This design comes from an exercise in tuning for small area on the open sky130 flow, not from production work.
Only simulation tests tie the RTL to the original design; equivalence was not proved.
Power and IR drop assume default switching activity.

==> 09-07: inputs <==
==> flow/design.v <==
module interFrameSpace (samplePoint, rst, canRX, frameReady, endOverload, isOverload, isStart);
	input wire samplePoint, rst, canRX, frameReady, endOverload;
	output wire isOverload, isStart;
	parameter bit1_intermission = 0, bit2_intermission = 1, bit3_intermission = 2, bus_idle = 3;
	reg [1:0]state;
	reg isOverload0, isStart0;
	reg endError;
	assign isOverload = isOverload0;
	assign isStart = isStart0;
	always @ (posedge samplePoint) begin
		if (rst) begin
			state <= bus_idle;
			isOverload0 <= 0;
			isStart0 <= 0;
			endError <= 0;
		end else begin
		if (frameReady == 0)begin
			state <= bit1_intermission;
			isOverload0 <= 0;
			isStart0 <= 0;
			if (endOverload)
				endError <= 1;
		end
		if (isOverload) begin
			isOverload0 <= 0;
		end
		if (frameReady == 1 && endOverload == 1) begin
			if (canRX == 1) begin
				state <= bit2_intermission;
				isOverload0 <= 0;
				isStart0 <= 0;
			end else begin
				state <= bit1_intermission;
				isOverload0 <= 1;
				isStart0 <= 0;
			end
		end
		if ((frameReady == 1 && endOverload == 0) || endError == 1) begin
			case (state)
				bit1_intermission:
					if (canRX == 1) begin
						state <= bit2_intermission;
						isOverload0 <= 0;
						isStart0 <= 0;
					end else begin
						state <= bit1_intermission;
						isOverload0 <= 1;
						isStart0 <= 0;
						endError <= 0;
					end
				bit2_intermission:
					if (canRX == 1) begin
						state <= bit3_intermission;
						isOverload0 <= 0;
						isStart0 <= 0;
					end else begin
						state <= bit1_intermission;
						isOverload0 <= 1;
						isStart0 <= 0;
						endError <= 0;
					end
				bit3_intermission:
					if (canRX == 1) begin
						state <= bus_idle;
						isOverload0 <= 0;
						isStart0 <= 0;
					end else begin
						state <= bit1_intermission;
						isOverload0 <= 0;
						isStart0 <= 1;
						endError <= 0;
					end
				bus_idle:
					if (canRX == 1) begin
						state <= bus_idle;
						isOverload0 <= 0;
						isStart0 <= 0;
					end else begin
						state <= bit1_intermission;
						isOverload0 <= 0;
						isStart0 <= 1;
						endError <= 0;
					end
			endcase
		end
		end
	end
endmodule
module overload (samplePoint, rst, canRX, isOverload, isError, endOverload);
	input wire samplePoint, rst, canRX, isOverload, isError;
	output reg endOverload;
	reg [3:0] count;
	reg del;
	reg alredyOverError;
	wire active = isOverload | isError | alredyOverError;
	wire flag = ~count[3] & ~(count[2] & (count[1] | count[0]));
	wire c7 = count[2] & count[1] & count[0];
	wire c11 = count[3] & count[1] & count[0];
	always @ (posedge samplePoint) begin
		if (rst) begin
			count <= 4'd0;
			del <= 1'b0;
			endOverload <= 1'b0;
			alredyOverError <= 1'b0;
		end else begin
			endOverload <= 1'b0;
			if (active) begin
				alredyOverError <= 1'b1;
				if (!del) begin
					if (!canRX)
						count <= (!flag && c11) ? 4'd0 : count + 4'd1;
					else if (flag)
						count <= 4'd0;
					else begin
						del <= 1'b1;
						count <= 4'd1;
					end
				end else begin
					if (canRX) begin
						if (c7) begin
							endOverload <= 1'b1;
							alredyOverError <= 1'b0;
							del <= 1'b0;
							count <= 4'd0;
						end else
							count <= count + 4'd1;
					end else begin
						del <= 1'b0;
						count <= {3'b000, c7};
					end
				end
			end
		end
	end
endmodule
module framecontroller
(
	input	sp, rst, CAN_RX, reset, isStuff, errorFlag,
	input	[4:0] size,
	output reg BS_onoff,
	output reg [1:0] CRCtype,
	output reg BRS_Stop,
	output wire invalidBit,
	output reg CRCcalc_on,
	output wire CRCtime,
	output wire ackValue,
	output reg RTR_SRR,
	output reg IDE,
	output reg EDL,
	output reg BRS,
	output reg RTR_r1,
	output reg frameReady
);
	localparam [3:0] ARB = 4'd0, RTR = 4'd1, IDEs = 4'd2, EXT = 4'd3,
	                 EXTRTR = 4'd4, R1EDL = 4'd5, R0EDL = 4'd6, R0FD = 4'd7,
	                 BRSs = 4'd8, ESI = 4'd9, DLC = 4'd10, DATA = 4'd11,
	                 CRC = 4'd12, TAIL = 4'd13, ERR = 4'd14;
	reg [3:0] state;
	reg [8:0] cnt;
	reg big;    
	assign invalidBit = 1'b0;
	assign ackValue = 1'b0;
	assign CRCtime = |CRCtype;
	wire zero = (cnt == 9'd0);
	wire [3:0] dlc = {cnt[2:0], CAN_RX};
	reg [5:0] nbm1;
	always @* begin
		if (!EDL || !dlc[3])
			nbm1 = dlc[3] ? 6'd7 : {3'b000, dlc[2:0] - 3'd1};
		else case (dlc[2:0])
			3'd0: nbm1 = 6'd7;
			3'd1: nbm1 = 6'd11;
			3'd2: nbm1 = 6'd15;
			3'd3: nbm1 = 6'd19;
			3'd4: nbm1 = 6'd23;
			3'd5: nbm1 = 6'd31;
			3'd6: nbm1 = 6'd47;
			default: nbm1 = 6'd63;
		endcase
	end
	always @ (posedge sp) begin
		if (rst) begin
			state <= ERR;
			frameReady <= 1'b1;
			BS_onoff <= 1'b0;
			CRCtype <= 2'd0;
			CRCcalc_on <= 1'b0;
			BRS_Stop <= 1'b0;
			RTR_SRR <= 1'b0;
			IDE <= 1'b0;
			EDL <= 1'b0;
			BRS <= 1'b0;
			RTR_r1 <= 1'b0;
		end else if (reset) begin
			state <= errorFlag ? ERR : ARB;
			frameReady <= 1'b0;
			BS_onoff <= 1'b1;
			CRCtype <= 2'd0;
			CRCcalc_on <= 1'b1;
			BRS_Stop <= 1'b0;
			RTR_SRR <= 1'b0;
			IDE <= 1'b0;
			EDL <= 1'b0;
			BRS <= 1'b0;
			RTR_r1 <= 1'b0;
		end else if (!isStuff) begin
			case (state)
				ARB: if (size[3] && size[1]) state <= RTR;    
				RTR: begin
					RTR_SRR <= CAN_RX;
					state <= IDEs;
				end
				IDEs: begin
					IDE <= CAN_RX;
					if (!CAN_RX) state <= R0EDL;
					else if (RTR_SRR) state <= EXT;
					else state <= ERR;
				end
				EXT: if (&size[4:1]) state <= EXTRTR;    
				EXTRTR: begin
					RTR_r1 <= CAN_RX;
					state <= R1EDL;
				end
				R1EDL, R0EDL: begin
					EDL <= CAN_RX;
					cnt <= 9'd1;
					if (CAN_RX) state <= R0FD;
					else if (state == R1EDL) state <= R0EDL;
					else state <= DLC;
				end
				R0FD: state <= CAN_RX ? ERR : BRSs;
				BRSs: begin
					BRS <= CAN_RX;
					BRS_Stop <= CAN_RX;
					state <= ESI;
				end
				ESI: state <= DLC;
				DLC: begin
					if (!cnt[3]) begin
						cnt <= {cnt[7:0], CAN_RX};
					end else if (dlc != 4'd0) begin
						cnt <= {nbm1, 3'b111};
						big <= EDL & dlc[3] & (dlc[2] | (dlc[1] & dlc[0]));
						state <= DATA;
					end else begin
						cnt <= EDL ? 9'd16 : 9'd14;
						state <= CRC;
					end
				end
				DATA: begin
					if (EDL) BRS_Stop <= 1'b1;
					cnt <= cnt - 9'd1;
					if (zero) begin
						cnt <= !EDL ? 9'd14 : big ? 9'd20 : 9'd16;
						state <= CRC;
					end
				end
				CRC: begin
					CRCcalc_on <= 1'b0;
					if (CRCtype == 2'd0)
						CRCtype <= {cnt[4], ~cnt[4] | cnt[2]};
					cnt <= cnt - 9'd1;
					if (zero) begin
						cnt <= 9'd9;
						state <= TAIL;
					end
				end
				TAIL: begin
					CRCtype <= 2'd0;
					BS_onoff <= 1'b0;
					BRS_Stop <= 1'b0;
					cnt <= cnt - 9'd1;
					if (!CAN_RX && ((cnt[3] && cnt[0]) || (cnt[2] && cnt[1] && cnt[0])))
						state <= ERR;
					else if (zero) begin
						frameReady <= 1'b1;
						state <= ERR;
					end
				end
				default: ;
			endcase
		end
	end
endmodule
module DatavsRemote(
RTR_SRR,
IDE,
RTR_r1,
isRemote
);
	input RTR_SRR, IDE, RTR_r1;
	output isRemote;
	assign isRemote = RTR_SRR & (IDE ~^ RTR_r1);
endmodule
module frameSize
(
	input	sp, rst, isStuff, reset,
	output reg [9:0] size
);
	always @ (posedge sp) begin
		if (rst)
			begin
				size <= 10'b0;
			end
		else if (reset)
			begin
				size <= 10'b1;
			end
		else if (~isStuff)
			begin
				size <= size + 1;
			end
	end
endmodule
module frameStorage
(
	input	sp, rst, CAN_RX, isStuff, reset,
	output reg [150:0] frame
);
	wire clr = rst | reset;
	wire hold = isStuff & ~clr;
	wire shift = ~isStuff & ~clr;
	always @ (posedge sp) begin
		frame[150:1] <= ({150{hold}} & frame[150:1]) | ({150{shift}} & frame[149:0]);
		frame[0] <= ~rst & ((isStuff & ~reset) ? frame[0] : CAN_RX);
	end
endmodule
module frameMakerTop (samplePoint, reset, canRX, isError, isStuff, endOverload, BS_onoff, CRCtype, BRS_Stop, invalidBit, CRCcalc_on, CRCtime, ackValue, IDE, EDL, BRS, isRemote, size, frame, frameReady, isStart);
	input wire samplePoint, reset, canRX, isError, isStuff;
	output wire endOverload, BS_onoff, BRS_Stop, invalidBit, CRCcalc_on, CRCtime, ackValue, IDE, EDL, BRS, isRemote, frameReady, isStart;
	output wire [1:0] CRCtype;
	output wire [9:0] size;
	output wire [150:0] frame;
	wire isOverloadFromInterframe, RTR_SRR, RTR_r1;
	interFrameSpace ifs (samplePoint, reset, canRX, frameReady, endOverload, isOverloadFromInterframe, isStart);
	overload ov (samplePoint, reset, canRX, isOverloadFromInterframe, isError, endOverload);
	framecontroller fc (samplePoint, reset, canRX, isStart, isStuff, isError, size[4:0], BS_onoff, CRCtype, BRS_Stop, invalidBit, CRCcalc_on, CRCtime, ackValue, RTR_SRR, IDE, EDL, BRS, RTR_r1, frameReady);
	DatavsRemote dr (RTR_SRR, IDE, RTR_r1, isRemote);
	frameSize fsz (samplePoint, reset, isStuff, isStart, size);
	frameStorage fst (samplePoint, reset, canRX, isStuff, isStart, frame);
endmodule
==> flow/flow/run.sh <==
#!/bin/bash
# Layout flow: the standard ORFS flow (standard.sh) with three changes:
#  - synthesis maps the logic with an area-oriented ABC script (flow/area.abc);
#    the rest of the synthesis script, and so every register, is unchanged
#  - ports are buffered with sky130_fd_sc_hd__buf_1
#  - the clock tree uses small clock buffers and no dummy loads
# Each tool's output goes to the ORFS logs under orfs/logs and to standard.log.
set -uo pipefail
W=$PWD
F=$W/flow
sed 's#^source \$::env(SCRIPTS_DIR)/synth_preamble.tcl$#&\nset abc_args [lreplace $abc_args 1 1 '"$F"'/area.abc]#' \
  "$FLOW_HOME/scripts/synth.tcl" > "$W/my_synth.tcl"
grep -q "area.abc" "$W/my_synth.tcl" || { echo "synth.tcl patch failed"; exit 1; }
sed 's#source \$::env(SCRIPTS_DIR)/synth.tcl#source '"$W"'/my_synth.tcl#' synth_recipe.tcl > "$W/my_synth_recipe.tcl"
grep -q "my_synth.tcl" "$W/my_synth_recipe.tcl" || { echo "synth_recipe.tcl patch failed"; exit 1; }
sed 's#SYNTH_SCRIPT=[^ ]*#SYNTH_SCRIPT='"$W"'/my_synth_recipe.tcl#' standard.sh > "$W/my_standard.sh"
grep -q "my_synth_recipe.tcl" "$W/my_standard.sh" || { echo "standard.sh patch failed"; exit 1; }
export BUFFER_PORTS_ARGS="-buffer_cell sky130_fd_sc_hd__buf_1"
export CTS_ARGS="-sink_clustering_enable -repair_clock_nets -dont_use_dummy_load -buf_list sky130_fd_sc_hd__clkbuf_8 -root_buf sky130_fd_sc_hd__clkbuf_8 -sink_clustering_size 24 -sink_clustering_max_diameter 60"
bash "$W/my_standard.sh" > "$W/standard.log" 2>&1
==> flow/flow/area.abc <==
strash
&get -n
&deepsyn -T 60 -S 1
&dch
&nf -p -F 8 -A 4 -R 1000
&put
mfs3 -ae
topo
stime -c
==> flow/standard.sh <==
#!/bin/bash
# synth_recipe.tcl (not shown) runs the flow's synth.tcl, then flattens the netlist and writes it again
# the make line also repeats each setting of config.mk as NAME=value (left out here)
make -C /OpenROAD-flow-scripts/flow DESIGN_CONFIG=/design/flow/config.mk WORK_HOME=/design/flow/orfs CLKGATE_MAP_FILE= SYNTH_SCRIPT=/design/flow/synth_recipe.tcl "${@:-finish}"
==> flow/config.mk <==
export PLATFORM = sky130hd
export DESIGN_NAME = frameMakerTop
export DESIGN_NICKNAME = frameMakerTop
export VERILOG_FILES = /design/flow/design.v
export SDC_FILE = /design/flow/constraint.sdc
export NUM_CORES = 4
export LEC_CHECK = 0
export ABC_AREA = 1
export CAP_MARGIN = 20
export CORE_MARGIN = 2
export CORE_UTILIZATION = 60
export SLEW_MARGIN = 20
==> flow/constraint.sdc <==
create_clock -name core_clock -period 5.0 [get_ports {samplePoint}]
set_input_delay 1.0000 -clock core_clock [delete_from_list [all_inputs] [get_ports {samplePoint}]]
set_output_delay 1.0000 -clock core_clock [all_outputs]
set_load 0.01 [all_outputs]
==> inputs of 05-17, as changes to 09-07 <==
--- a/flow/design.v
+++ b/flow/design.v
@@ -138,3 +138,2 @@
 	input	sp, rst, CAN_RX, reset, isStuff, errorFlag,
-	input	[4:0] size,
 	output reg BS_onoff,
@@ -195,2 +194,3 @@
 			state <= errorFlag ? ERR : ARB;
+			cnt <= 9'd9;
 			frameReady <= 1'b0;
@@ -207,3 +207,6 @@
 			case (state)
-				ARB: if (size[3] && size[1]) state <= RTR;    
+				ARB: begin
+					cnt <= cnt - 9'd1;
+					if (zero) state <= RTR;
+				end
 				RTR: begin
@@ -214,2 +217,3 @@
 					IDE <= CAN_RX;
+					cnt <= 9'd17;
 					if (!CAN_RX) state <= R0EDL;
@@ -218,3 +222,6 @@
 				end
-				EXT: if (&size[4:1]) state <= EXTRTR;    
+				EXT: begin
+					cnt <= cnt - 9'd1;
+					if (zero) state <= EXTRTR;
+				end
 				EXTRTR: begin
@@ -336,3 +343,3 @@
 	overload ov (samplePoint, reset, canRX, isOverloadFromInterframe, isError, endOverload);
-	framecontroller fc (samplePoint, reset, canRX, isStart, isStuff, isError, size[4:0], BS_onoff, CRCtype, BRS_Stop, invalidBit, CRCcalc_on, CRCtime, ackValue, RTR_SRR, IDE, EDL, BRS, RTR_r1, frameReady);
+	framecontroller fc (samplePoint, reset, canRX, isStart, isStuff, isError, BS_onoff, CRCtype, BRS_Stop, invalidBit, CRCcalc_on, CRCtime, ackValue, RTR_SRR, IDE, EDL, BRS, RTR_r1, frameReady);
 	DatavsRemote dr (RTR_SRR, IDE, RTR_r1, isRemote);
==> flow/run.sh (new file) <==
#!/bin/bash
# synth_recipe.tcl (not shown) runs the flow's synth.tcl, then flattens the netlist and writes it again
# the make line also repeats each setting of config.mk as NAME=value (left out here)
make -C /OpenROAD-flow-scripts/flow DESIGN_CONFIG=/design/flow/config.mk WORK_HOME=/design/flow/orfs CLKGATE_MAP_FILE= SYNTH_SCRIPT=/design/flow/synth_recipe.tcl finish
--- a/flow/config.mk
+++ b/flow/config.mk
@@ -10,3 +10,3 @@
 export CORE_MARGIN = 2
-export CORE_UTILIZATION = 60
+export CORE_UTILIZATION = 40
 export SLEW_MARGIN = 20
removed: flow/flow/run.sh
removed: flow/flow/area.abc
removed: flow/standard.sh
==> summary of the runs <==
In 05-17 the utilization is lower than in 09-07, by 18 points.
In 09-07 the cell area is lower than in 05-17, by about 22%.
In 09-07 the sequential share of layout area is higher than in 05-17, by 11 points.
In 05-17 the wire length is larger than in 09-07, by 24%.
Against 05-17, the clock skew of 09-07 is higher by 0.010 ns.
Sequential power: 05-17 is higher than 09-07 (about 4%).

==> separate check: timing with driven ports <==
Ports are ideal in the flow. The routed layouts listed here were re-timed in OpenROAD. Step 1 sets driving cells, clkbuf_16 on the clock port and buf_2 on the other inputs (assumed; they add their load-dependent delay and slew). Step 2, shift: input delay + t, output delay - t, t = (earliest + latest rising clock arrival at the registers) / 2. This alone moves slack from input paths to output paths. Three values: no drivers, after step 1, after step 2; two values: the first two.
run	shift t [ns]	setup slack, ns	worst register clock-pin slew, ns	worst data-port slew with drivers (ns)
09-07	0.479	1.672 / 1.672 / 1.672	0.09 / 0.09	0.03
05-17	0.461	1.969 / 1.986 / 1.525	0.07 / 0.07	0.03
After both steps every run listed still meets setup and hold. The setup slack of 05-17, which loses most, moves by +0.017 ns with the drivers and by -0.444 ns with both steps.
